What follows belongs to an exercise in optimizing a design on an open flow for small area; a production flow would make more cautious choices. Function was checked by simulation only, so behaviour that the tests miss may differ from the original. The clock port is modelled as an ideal driver, which makes a skipped or thinned clock tree look cheaper than it is; a real chip needs a root buffer or a tree.

==> inputs of umber <==
Design parking_meter, start of the top module:
module parking_meter(input add1,
		     input add2,
		     input add3,
		     input add4,
		     input rst1,
		     input rst2,
		     input clk,
		     input rst,
		     output [6:0] led_seg,
		     output a1,
		     output a2,
		     output a3,
		     output a4,
		     output [3:0] val1,
		     output [3:0] val2,
		     output [3:0] val3,
		     output [3:0] val4
		     );
==> module parking_meter, before the edit <==
module parking_meter(input add1,
		     input add2,
		     input add3,
		     input add4,
		     input rst1,
		     input rst2,
		     input clk,
		     input rst,
		     output [6:0] led_seg,
		     output a1,
		     output a2,
		     output a3,
		     output a4,
		     output [3:0] val1,
		     output [3:0] val2,
		     output [3:0] val3,
		     output [3:0] val4
		     );
   reg [3:0] d0, d1, d2, d3;
   reg act, tw;
   reg [5:0] r;
   reg q, h;
   reg [1:0] digI;
   reg [3:0] code;
   reg [1:0] idx;
   assign val1 = d0;
   assign val2 = d1;
   assign val3 = d2;
   assign val4 = d3;
   wire anyadd = add1 | add2 | add3 | add4;
   wire anyb = anyadd | rst1 | rst2;
   wire clr = anyb | rst;
   wire z0 = ~(d0[3] | d0[2] | d0[1] | d0[0]);
   wire z1 = ~(d1[3] | d1[2] | d1[1] | d1[0]);
   wire z2 = ~(d2[3] | d2[2] | d2[1] | d2[0]);
   wire z3 = ~(d3[3] | d3[2] | d3[1] | d3[0]);
   wire zero = z0 & z1 & z2 & z3;
   wire le180 = z3 & (z2 | ((d2 == 4'd1) & (~d1[3] | (~d1[0] & z0))));
   wire end50 = (r == 6'd9);
   wire tick = q & end50 & ~zero;
   function [3:0] dec(input [3:0] b);
      dec = {(b[3] & b[0]) | ~(b[3] | b[2] | b[1] | b[0]),
	     (b[2] & (b[1] | b[0])) | (b[3] & ~b[0]),
	     (b[1] & b[0]) | (~b[1] & ~b[0] & (b[3] | b[2])),
	     ~b[0]};
   endfunction
   function [3:0] inc(input [3:0] b);
      inc = {(b[3] & ~b[0]) | (b[2] & b[1] & b[0]),
	     b[2] ^ (b[1] & b[0]),
	     (b[1] ^ b[0]) & ~b[3],
	     ~b[0]};
   endfunction
   wire [2:0] e = d1[3:1];
   function [3:0] tens(input p1, input p2, input p3, input [2:0] e);
      if (p1)
	case (e)
	  3'd0: tens = 4'd3; 3'd1: tens = 4'd4; 3'd2: tens = 4'd8; 3'd3: tens = 4'd9;
	  default: tens = 4'd10;
	endcase
      else if (p2)
	case (e)
	  3'd0: tens = 4'd1; 3'd1: tens = 4'd2; 3'd2: tens = 4'd3; 3'd3: tens = 4'd4;
	  default: tens = 4'd8;
	endcase
      else if (p3)
	case (e)
	  3'd0: tens = 4'd4; 3'd1: tens = 4'd8; 3'd2: tens = 4'd9; 3'd3: tens = 4'd10;
	  default: tens = 4'd11;
	endcase
      else
	tens = {1'b0, e};
   endfunction
   wire [3:0] tr = tens(add1, add2, add3, e);
   wire [2:0] en = tr[2:0];
   wire c1 = tr[3];
   wire [3:0] a1n = {en, d1[0]};
   wire [3:0] h1 = inc(d2);
   wire [3:0] h2 = inc(h1);
   wire [3:0] h3 = inc(h2);
   wire hc1 = d2[3] & d2[0];
   wire hc2 = d2[3];
   wire hc3 = d2[3] | (d2[2] & d2[1] & d2[0]);
   wire m1 = add1 ? c1 : 1'b1;            
   wire m2 = ~add1 & (c1 | ~(add2 | add3));  
   wire m3 = ~add1 & ~add2 & ~add3;       
   wire [3:0] a2n = m3 ? h3 : m2 ? h2 : m1 ? h1 : d2;
   wire c2 = m3 ? hc3 : m2 ? hc2 : m1 & hc1;
   wire ovf = c2 & d3[3] & d3[0];
   wire [3:0] a3n = c2 ? inc(d3) : d3;
   always @(posedge clk) begin
      if (anyadd) begin
	 if (ovf) begin
	    d0 <= 4'd9; d1 <= 4'd9; d2 <= 4'd9; d3 <= 4'd9;
	 end else begin
	    d1 <= a1n; d2 <= a2n; d3 <= a3n;
	 end
      end else if (rst) begin
	 d0 <= 4'd0; d1 <= 4'd0; d2 <= 4'd0; d3 <= 4'd0;
      end else if (rst1) begin
	 d0 <= 4'd6; d1 <= 4'd1; d2 <= 4'd0; d3 <= 4'd0;
      end else if (rst2) begin
	 d0 <= 4'd0; d1 <= 4'd5; d2 <= 4'd1; d3 <= 4'd0;
      end else if (tick) begin
	 d0 <= dec(d0);
	 if (z0) d1 <= dec(d1);
	 if (z0 & z1) d2 <= dec(d2);
	 if (z0 & z1 & z2) d3 <= dec(d3);
      end
   end
   always @(posedge clk) begin
      if (rst) begin
	 act <= 1'b0; tw <= 1'b0;
      end else if (rst1 | rst2) begin
	 act <= 1'b1; tw <= 1'b0;
      end else if (!act) begin
	 act <= anyadd;
	 tw <= anyadd & ~add4;
      end else begin
	 act <= ~(tw & zero);
	 tw <= le180 & ~(tw & zero);
      end
   end
   always @(posedge clk) begin
      if (clr) begin
	 r <= 6'd0; q <= 1'b0; h <= 1'b0;
      end else if (end50) begin
	 r <= 6'd0; q <= ~q; h <= h ^ q;
      end else
	r <= {r[4:0], ~(r[5] ^ r[4])};
      if (rst)
	digI <= 2'd0;
      else if (!anyb)
	digI <= digI + 2'd1;
   end
   wire lit = tw ? ~h : ~q;
   wire [3:0] sel = digI[1] ? (digI[0] ? d0 : d1) : (digI[0] ? d2 : d3);
   always @(posedge clk) begin
      idx <= digI;
      if (rst)
	code <= 4'b1100;
      else if (lit)
	code <= sel;
      else
	code <= 4'b1111;
   end
   wire on = ~(code[3] & code[2]);
   assign a1 = ~(on & (idx == 2'd0));
   assign a2 = ~(on & (idx == 2'd1));
   assign a3 = ~(on & (idx == 2'd2));
   assign a4 = ~(on & (idx == 2'd3));
   function [6:0] seg7(input [3:0] c);
      case (c)
	4'd0: seg7 = 7'b0000001;
	4'd1: seg7 = 7'b1001111;
	4'd2: seg7 = 7'b0010010;
	4'd3: seg7 = 7'b0000110;
	4'd4: seg7 = 7'b1001100;
	4'd5: seg7 = 7'b0100100;
	4'd6: seg7 = 7'b0100000;
	4'd7: seg7 = 7'b0001111;
	4'd8: seg7 = 7'b0000000;
	4'd9: seg7 = 7'b0001100;
	4'd12: seg7 = 7'b0000001;
	4'd15: seg7 = 7'b1111111;
	default: seg7 = 7'b1111111;
      endcase
   endfunction
   assign led_seg = seg7(code);
endmodule
==> flow/config.mk <==
export PLATFORM = sky130hd
export DESIGN_NAME = parking_meter
export DESIGN_NICKNAME = parking_meter
export VERILOG_FILES = /design/flow/design.v
export SDC_FILE = /design/flow/constraint.sdc
export NUM_CORES = 4
export LEC_CHECK = 0
export CAP_MARGIN = 20
export CORE_MARGIN = 2
export CORE_UTILIZATION = 40
export SLEW_MARGIN = 20
==> flow/constraint.sdc <==
create_clock -name core_clock -period 15.0 [get_ports {clk}]
set_input_delay 3.0000 -clock core_clock [delete_from_list [all_inputs] [get_ports {clk}]]
set_output_delay 3.0000 -clock core_clock [all_outputs]
set_load 0.01 [all_outputs]
standard.sh (not shown) runs the stock make flow with config.mk's settings and CLKGATE_MAP_FILE= SYNTH_SCRIPT=/design/flow/synth_recipe.tcl, a recipe that flattens the netlist after the stock synthesis.
==> flow/flow/run.sh <==
#!/bin/bash
# Own layout flow: the standard synthesis, then an area re-mapping of the
# combinational logic only (registers kept as synthesized, same names and
# cells), then the standard layout with 1x port buffers and a small clock
# tree. Each tool writes its full output to a log in this folder.
set -euo pipefail
W=$(pwd)
F=$W/flow
R=$W/orfs/results/$FLOW_PLATFORM/parking_meter/base
YOSYS=$FLOW_HOME/../tools/install/yosys/bin/yosys
LIB=$FLOW_HOME/platforms/sky130hd/lib/sky130_fd_sc_hd__tt_025C_1v80.lib

bash standard.sh synth > $W/std_synth.log 2>&1

# combinational cells of the library as Verilog, to flatten into gates
python3 $F/libfuncs.py $LIB $W/comb_cells.v > $W/libfuncs.log 2>&1
DU=$(sed -n '/DONT_USE_CELLS/,/^#/p' $FLOW_HOME/platforms/sky130hd/config.mk | grep -o 'sky130_fd_sc_hd__[a-z0-9_]*' | sed 's/^/-dont_use /' | tr '\n' ' ')
cp $R/1_2_yosys.v $W/std_1_2_yosys.v
printf '&get -n\n&deepsyn -T %s\n&put\ndch -f\nmap -a\n' "${DEEPSYN_T:-60}" > $W/reopt.abc
$YOSYS -l $W/reopt.log -p "read_liberty -lib $LIB; read_verilog -overwrite $W/comb_cells.v; read_verilog $W/std_1_2_yosys.v; hierarchy -top $FLOW_TOP; flatten; techmap; opt -fast; opt_clean; abc -liberty $LIB $DU -script $W/reopt.abc; opt_clean -purge; read_liberty -lib -ignore_redef $LIB; rename -hide w:*.*; opt_clean -purge; hilomap -singleton -hicell sky130_fd_sc_hd__conb_1 HI -locell sky130_fd_sc_hd__conb_1 LO; stat -liberty $LIB; check -assert; write_verilog -noattr -nohex -nodec $W/reopt_1_2_yosys.v" > /dev/null 2>&1
cp $W/reopt_1_2_yosys.v $R/1_2_yosys.v
rm -f $R/1_synth.odb $R/1_synth.sdc

bash standard.sh \
  BUFFER_PORTS_ARGS="-buffer_cell sky130_fd_sc_hd__buf_1" \
  CTS_ARGS="${CTS_ARGS_OVERRIDE:--sink_clustering_enable -repair_clock_nets -buf_list sky130_fd_sc_hd__clkbuf_4 -root_buf sky130_fd_sc_hd__clkbuf_4 -dont_use_dummy_load}" \
  finish > $W/std_layout.log 2>&1
Other scripts of this flow, unchanged in this note and not shown: flow/flow/libfuncs.py
==> tundra: changes against umber <==
--- a/flow/design.v
+++ b/flow/design.v
@@ -22,3 +22,3 @@
    reg q, h;
-   reg [1:0] digI;
+   reg hb;
    reg [3:0] code;
@@ -38,3 +38,3 @@
    wire le180 = z3 & (z2 | ((d2 == 4'd1) & (~d1[3] | (~d1[0] & z0))));
-   wire end50 = (r == 6'd9);
+   wire end50 = r[0] & r[1] & r[2] & ~r[3] & ~r[4];
    wire tick = q & end50 & ~zero;
@@ -123,13 +123,15 @@
    always @(posedge clk) begin
+      if (clr | end50)
+	r <= 6'd0;
+      else
+	r <= {~r[4:0], ~(r[5] ^ r[4])};
       if (clr) begin
-	 r <= 6'd0; q <= 1'b0; h <= 1'b0;
+	 q <= 1'b0; h <= 1'b0;
       end else if (end50) begin
-	 r <= 6'd0; q <= ~q; h <= h ^ q;
-      end else
-	r <= {r[4:0], ~(r[5] ^ r[4])};
-      if (rst)
-	digI <= 2'd0;
-      else if (!anyb)
-	digI <= digI + 2'd1;
+	 q <= ~q; h <= h ^ q;
+      end
+      hb <= anyb & ~rst;
    end
+   wire rprev = code[3] & code[2] & ~code[0];
+   wire [1:0] digI = rprev ? 2'd0 : hb ? idx : idx + 2'd1;
    wire lit = tw ? ~h : ~q;
==> flow/flow/run.sh (replaced) <==
#!/bin/bash
# Own layout flow: the standard synthesis, then an area re-mapping of the
# combinational logic only (registers kept as synthesized, same names and
# cells; several ABC runs, the smallest kept), then the standard layout
# with 1x port buffers and a small clock tree. Each tool writes its full
# output to a log in this folder.
set -euo pipefail
W=$(pwd)
F=$W/flow
R=$W/orfs/results/$FLOW_PLATFORM/parking_meter/base
YOSYS=$FLOW_HOME/../tools/install/yosys/bin/yosys
LIB=$FLOW_HOME/platforms/sky130hd/lib/sky130_fd_sc_hd__tt_025C_1v80.lib

bash standard.sh synth > $W/std_synth.log 2>&1

# combinational cells of the library as Verilog, to flatten into gates
python3 $F/libfuncs.py $LIB $W/comb_cells.v > $W/libfuncs.log 2>&1
DU=$(sed -n '/DONT_USE_CELLS/,/^#/p' $FLOW_HOME/platforms/sky130hd/config.mk | grep -o 'sky130_fd_sc_hd__[a-z0-9_]*' | sed 's/^/-dont_use /' | tr '\n' ' ')
cp $R/1_2_yosys.v $W/std_1_2_yosys.v

reopt() { # seed
  local s=$1
  printf '&get -n\n&deepsyn -T %s -S %s\n&put\ndch -f\nmap -a\n' "${DEEPSYN_T:-30}" "$s" > $W/reopt_$s.abc
  $YOSYS -l $W/reopt_$s.log -p "read_liberty -lib $LIB; read_verilog -overwrite $W/comb_cells.v; read_verilog $W/std_1_2_yosys.v; hierarchy -top $FLOW_TOP; flatten; techmap; opt -fast; opt_clean; abc -liberty $LIB $DU -script $W/reopt_$s.abc; opt_clean -purge; read_liberty -lib -ignore_redef $LIB; rename -hide w:*.*; opt_clean -purge; hilomap -singleton -hicell sky130_fd_sc_hd__conb_1 HI -locell sky130_fd_sc_hd__conb_1 LO; tee -o $W/reopt_$s.stat stat -liberty $LIB; check -assert; write_verilog -noattr -nohex -nodec $W/reopt_$s.v" > /dev/null 2>&1 || true
}
for s in 1 2 3 4; do reopt $s & done; wait
for s in 5 6 7 8; do reopt $s & done; wait
best=""; barea=1e12
for s in 1 2 3 4 5 6 7 8; do
  [[ -s $W/reopt_$s.v && -s $W/reopt_$s.stat ]] || continue
  grep -q "Found and reported 0 problems" $W/reopt_$s.log || continue
  a=$(grep "Chip area" $W/reopt_$s.stat | awk '{print $NF}')
  if python3 -c "import sys; sys.exit(0 if $a < $barea else 1)"; then barea=$a; best=$s; fi
done
echo "best seed $best area $barea" > $W/reopt_choice.log
if [[ -n $best ]]; then
  cp $W/reopt_$best.v $R/1_2_yosys.v
  rm -f $R/1_synth.odb $R/1_synth.sdc
fi

bash standard.sh \
  BUFFER_PORTS_ARGS="-buffer_cell sky130_fd_sc_hd__buf_1" \
  CTS_ARGS="-sink_clustering_enable -repair_clock_nets -buf_list sky130_fd_sc_hd__clkbuf_4 -root_buf sky130_fd_sc_hd__clkbuf_4 -dont_use_dummy_load" \
  finish > $W/std_layout.log 2>&1
==> willow: changes against umber <==
--- a/flow/design.v
+++ b/flow/design.v
@@ -22,3 +22,3 @@
    reg q, h;
-   reg [1:0] digI;
+   reg hb;
    reg [3:0] code;
@@ -38,3 +38,3 @@
    wire le180 = z3 & (z2 | ((d2 == 4'd1) & (~d1[3] | (~d1[0] & z0))));
-   wire end50 = (r == 6'd9);
+   wire end50 = r[0] & r[1] & r[2] & ~r[3] & ~r[4];
    wire tick = q & end50 & ~zero;
@@ -76,13 +76,13 @@
    wire [3:0] a1n = {en, d1[0]};
-   wire [3:0] h1 = inc(d2);
-   wire [3:0] h2 = inc(h1);
-   wire [3:0] h3 = inc(h2);
-   wire hc1 = d2[3] & d2[0];
-   wire hc2 = d2[3];
-   wire hc3 = d2[3] | (d2[2] & d2[1] & d2[0]);
-   wire m1 = add1 ? c1 : 1'b1;            
-   wire m2 = ~add1 & (c1 | ~(add2 | add3));  
-   wire m3 = ~add1 & ~add2 & ~add3;       
-   wire [3:0] a2n = m3 ? h3 : m2 ? h2 : m1 ? h1 : d2;
-   wire c2 = m3 ? hc3 : m2 ? hc2 : m1 & hc1;
+   wire [1:0] m = add1 ? {1'b0, c1} : (add2 | add3) ? {c1, ~c1} : 2'd3;
+   function [4:0] hadd(input [3:0] d, input [1:0] k);
+      reg [4:0] s;
+      begin
+	 s = (d[3] ? {4'd4, d[0]} : {1'b0, d}) + k;
+	 hadd = (s >= 5'd10) ? {1'b1, s[3:0] - 4'd10} : s;
+      end
+   endfunction
+   wire [4:0] hr = hadd(d2, m);
+   wire [3:0] a2n = hr[3:0];
+   wire c2 = hr[4];
    wire ovf = c2 & d3[3] & d3[0];
@@ -123,13 +123,15 @@
    always @(posedge clk) begin
+      if (clr | end50)
+	r <= 6'd0;
+      else
+	r <= {~r[4:0], ~(r[5] ^ r[4])};
       if (clr) begin
-	 r <= 6'd0; q <= 1'b0; h <= 1'b0;
+	 q <= 1'b0; h <= 1'b0;
       end else if (end50) begin
-	 r <= 6'd0; q <= ~q; h <= h ^ q;
-      end else
-	r <= {r[4:0], ~(r[5] ^ r[4])};
-      if (rst)
-	digI <= 2'd0;
-      else if (!anyb)
-	digI <= digI + 2'd1;
+	 q <= ~q; h <= h ^ q;
+      end
+      hb <= anyb & ~rst;
    end
+   wire rprev = code[3] & code[2] & ~code[0];
+   wire [1:0] digI = rprev ? 2'd0 : hb ? idx : idx + 2'd1;
    wire lit = tw ? ~h : ~q;
==> flow/flow/run.sh (replaced) <==
#!/bin/bash
# Own layout flow: the standard synthesis, then an area re-mapping of the
# combinational logic only (registers kept as synthesized, same names and
# cells; several ABC runs, the smallest kept), then the standard layout
# with 1x port buffers and a small clock tree (its root buffer dropped, so
# the clock port drives the 4 leaf buffers). Each tool writes its full
# output to a log in this folder.
set -euo pipefail
W=$(pwd)
F=$W/flow
R=$W/orfs/results/$FLOW_PLATFORM/parking_meter/base
YOSYS=$FLOW_HOME/../tools/install/yosys/bin/yosys
LIB=$FLOW_HOME/platforms/sky130hd/lib/sky130_fd_sc_hd__tt_025C_1v80.lib

bash standard.sh synth > $W/std_synth.log 2>&1

# combinational cells of the library as Verilog, to flatten into gates
python3 $F/libfuncs.py $LIB $W/comb_cells.v > $W/libfuncs.log 2>&1
DU=$(sed -n '/DONT_USE_CELLS/,/^#/p' $FLOW_HOME/platforms/sky130hd/config.mk | grep -o 'sky130_fd_sc_hd__[a-z0-9_]*' | sed 's/^/-dont_use /' | tr '\n' ' ')
cp $R/1_2_yosys.v $W/std_1_2_yosys.v

reopt() { # seed
  local s=$1
  printf '&get -n\n&deepsyn -T %s -S %s\n&put\ndch -f\nmap -a\n' "${DEEPSYN_T:-60}" "$s" > $W/reopt_$s.abc
  $YOSYS -l $W/reopt_$s.log -p "read_liberty -lib $LIB; read_verilog -overwrite $W/comb_cells.v; read_verilog $W/std_1_2_yosys.v; hierarchy -top $FLOW_TOP; flatten; techmap; opt -fast; opt_clean; abc -liberty $LIB $DU -script $W/reopt_$s.abc; opt_clean -purge; read_liberty -lib -ignore_redef $LIB; rename -hide w:*.*; opt_clean -purge; hilomap -singleton -hicell sky130_fd_sc_hd__conb_1 HI -locell sky130_fd_sc_hd__conb_1 LO; tee -o $W/reopt_$s.stat stat -liberty $LIB; check -assert; write_verilog -noattr -nohex -nodec $W/reopt_$s.v" > /dev/null 2>&1 || true
}
SEEDS=$(seq 1 32)
for g in $(seq 0 7); do
  for k in 1 2 3 4; do reopt $((g*4+k)) & done; wait
done
best=""; barea=1e12
for s in $SEEDS; do
  [[ -s $W/reopt_$s.v && -s $W/reopt_$s.stat ]] || continue
  grep -q "Found and reported 0 problems" $W/reopt_$s.log || continue
  a=$(grep "Chip area" $W/reopt_$s.stat | awk '{print $NF}')
  if python3 -c "import sys; sys.exit(0 if $a < $barea else 1)"; then barea=$a; best=$s; fi
done
echo "best seed $best area $barea" > $W/reopt_choice.log
if [[ -n $best ]]; then
  cp $W/reopt_$best.v $R/1_2_yosys.v
  rm -f $R/1_synth.odb $R/1_synth.sdc
fi

bash standard.sh \
  BUFFER_PORTS_ARGS="-buffer_cell sky130_fd_sc_hd__buf_1" \
  POST_CTS_TCL=$F/post_cts.tcl \
  CTS_ARGS="-sink_clustering_enable -repair_clock_nets -buf_list sky130_fd_sc_hd__clkbuf_4 -root_buf sky130_fd_sc_hd__clkbuf_4 -dont_use_dummy_load" \
  finish > $W/std_layout.log 2>&1
==> flow/flow/post_cts.tcl (new file) <==
set block [ord::get_db_block]
set port_net [[$block findBTerm clk] getNet]
set roots {}
foreach it [$port_net getITerms] { lappend roots [$it getInst] }
if {[llength $roots] == 1} {
  set root [lindex $roots 0]
  set out [[$root findITerm X] getNet]
  set loads {}
  set ok 1
  foreach it [$out getITerms] {
    if {[$it getInst] == $root} continue
    if {![string match "sky130_fd_sc_hd__clkbuf_*" [[[$it getInst] getMaster] getName]]} { set ok 0 }
    lappend loads $it
  }
  if {$ok && [llength $loads] <= 4 && [string match "sky130_fd_sc_hd__clkbuf_*" [[$root getMaster] getName]]} {
    foreach it $loads { $it disconnect; $it connect $port_net }
    [$root findITerm A] disconnect
    [$root findITerm X] disconnect
    odb::dbInst_destroy $root
    odb::dbNet_destroy $out
    puts "post_cts: removed root clock buffer, port drives [llength $loads] buffers"
  }
}
==> flow_summary.yaml <==
clock_network:
  cts_tree: "done"
yosys:
  synth_nets: 277
power_and_ir_drop:
  clock_power_mw: 0.0439
  p_switching_mw: 0.187
place:
  dp.final_hpwl_um: 4050
drt:
  dr_total_vias: 1965
outcome:
  status: "complete, no violations"
sta:
  fin_crit_ns: 6.16
(the above is from tundra)
==> flow_summary.yaml <==
outcome:
  status: "complete, no violations"
worst_hold_path:
  min_path_cells: 1
power_and_ir_drop:
  p_seq_share_pct: 41.8
  p_switching_mw: 0.176
  clock_power_mw: 0.0338
drt:
  dr_total_vias: 1879
global_routing:
  antenna_found_initial: 0
  grtUsageMet3_pct: 3.19
sta:
  fin_crit_ns: 6.37
layout:
  final_net_count: 305
  sh_seq_area_pct: 39.0
yosys:
  synth_nets: 265
  netlist_area_um2: 1880
place:
  place_inst: 343
(the above is from willow)
==> flow_summary.yaml <==
sta:
  fin_crit_ns: 5.68
drt:
  dr_total_vias: 1979
yosys:
  synth_nets: 285
place:
  dp.final_hpwl_um: 4050
clock_network:
  cts_tree: "done"
power_and_ir_drop:
  clock_power_mw: 0.0432
  p_switching_mw: 0.151
outcome:
  status: "complete, no violations"
(the above is from umber)

separate check: timing with driven ports:
How much do the figures lean on ideal ports? The routed layouts below were timed once more, with nothing changed but the port constraints. Step 1 (the two cells are an assumption about what drives the block):
set clk [get_ports {clk}]
set_driving_cell -lib_cell sky130_fd_sc_hd__clkbuf_16 $clk
set_driving_cell -lib_cell sky130_fd_sc_hd__buf_2 [delete_from_list [all_inputs] $clk]
Step 2 adds t to the input delays and takes it off the output delays; t is the mean of the earliest and latest rising clock arrival at the registers after step 1. Input paths then give back, and output paths get back, about the clock's delay inside the block. Slacks: ideal ports / drivers / drivers and shift; pairs: ideal ports / drivers.
| run | t (ns) | setup WS [ns] | cell pins on the clock port's net |
|---|---|---|---|
| umber | 0.342 | 9.322 / 9.322 / 8.980 | 1 |
| tundra | 0.347 | 8.839 / 8.838 / 8.491 | 1 |
| willow | 0.193 | 8.632 / 8.654 / 8.461 | 4 |
After both steps setup and hold are still met in every run listed. The setup slack of tundra, which loses most, moves by -0.001 ns with the drivers and by -0.348 ns with both steps.
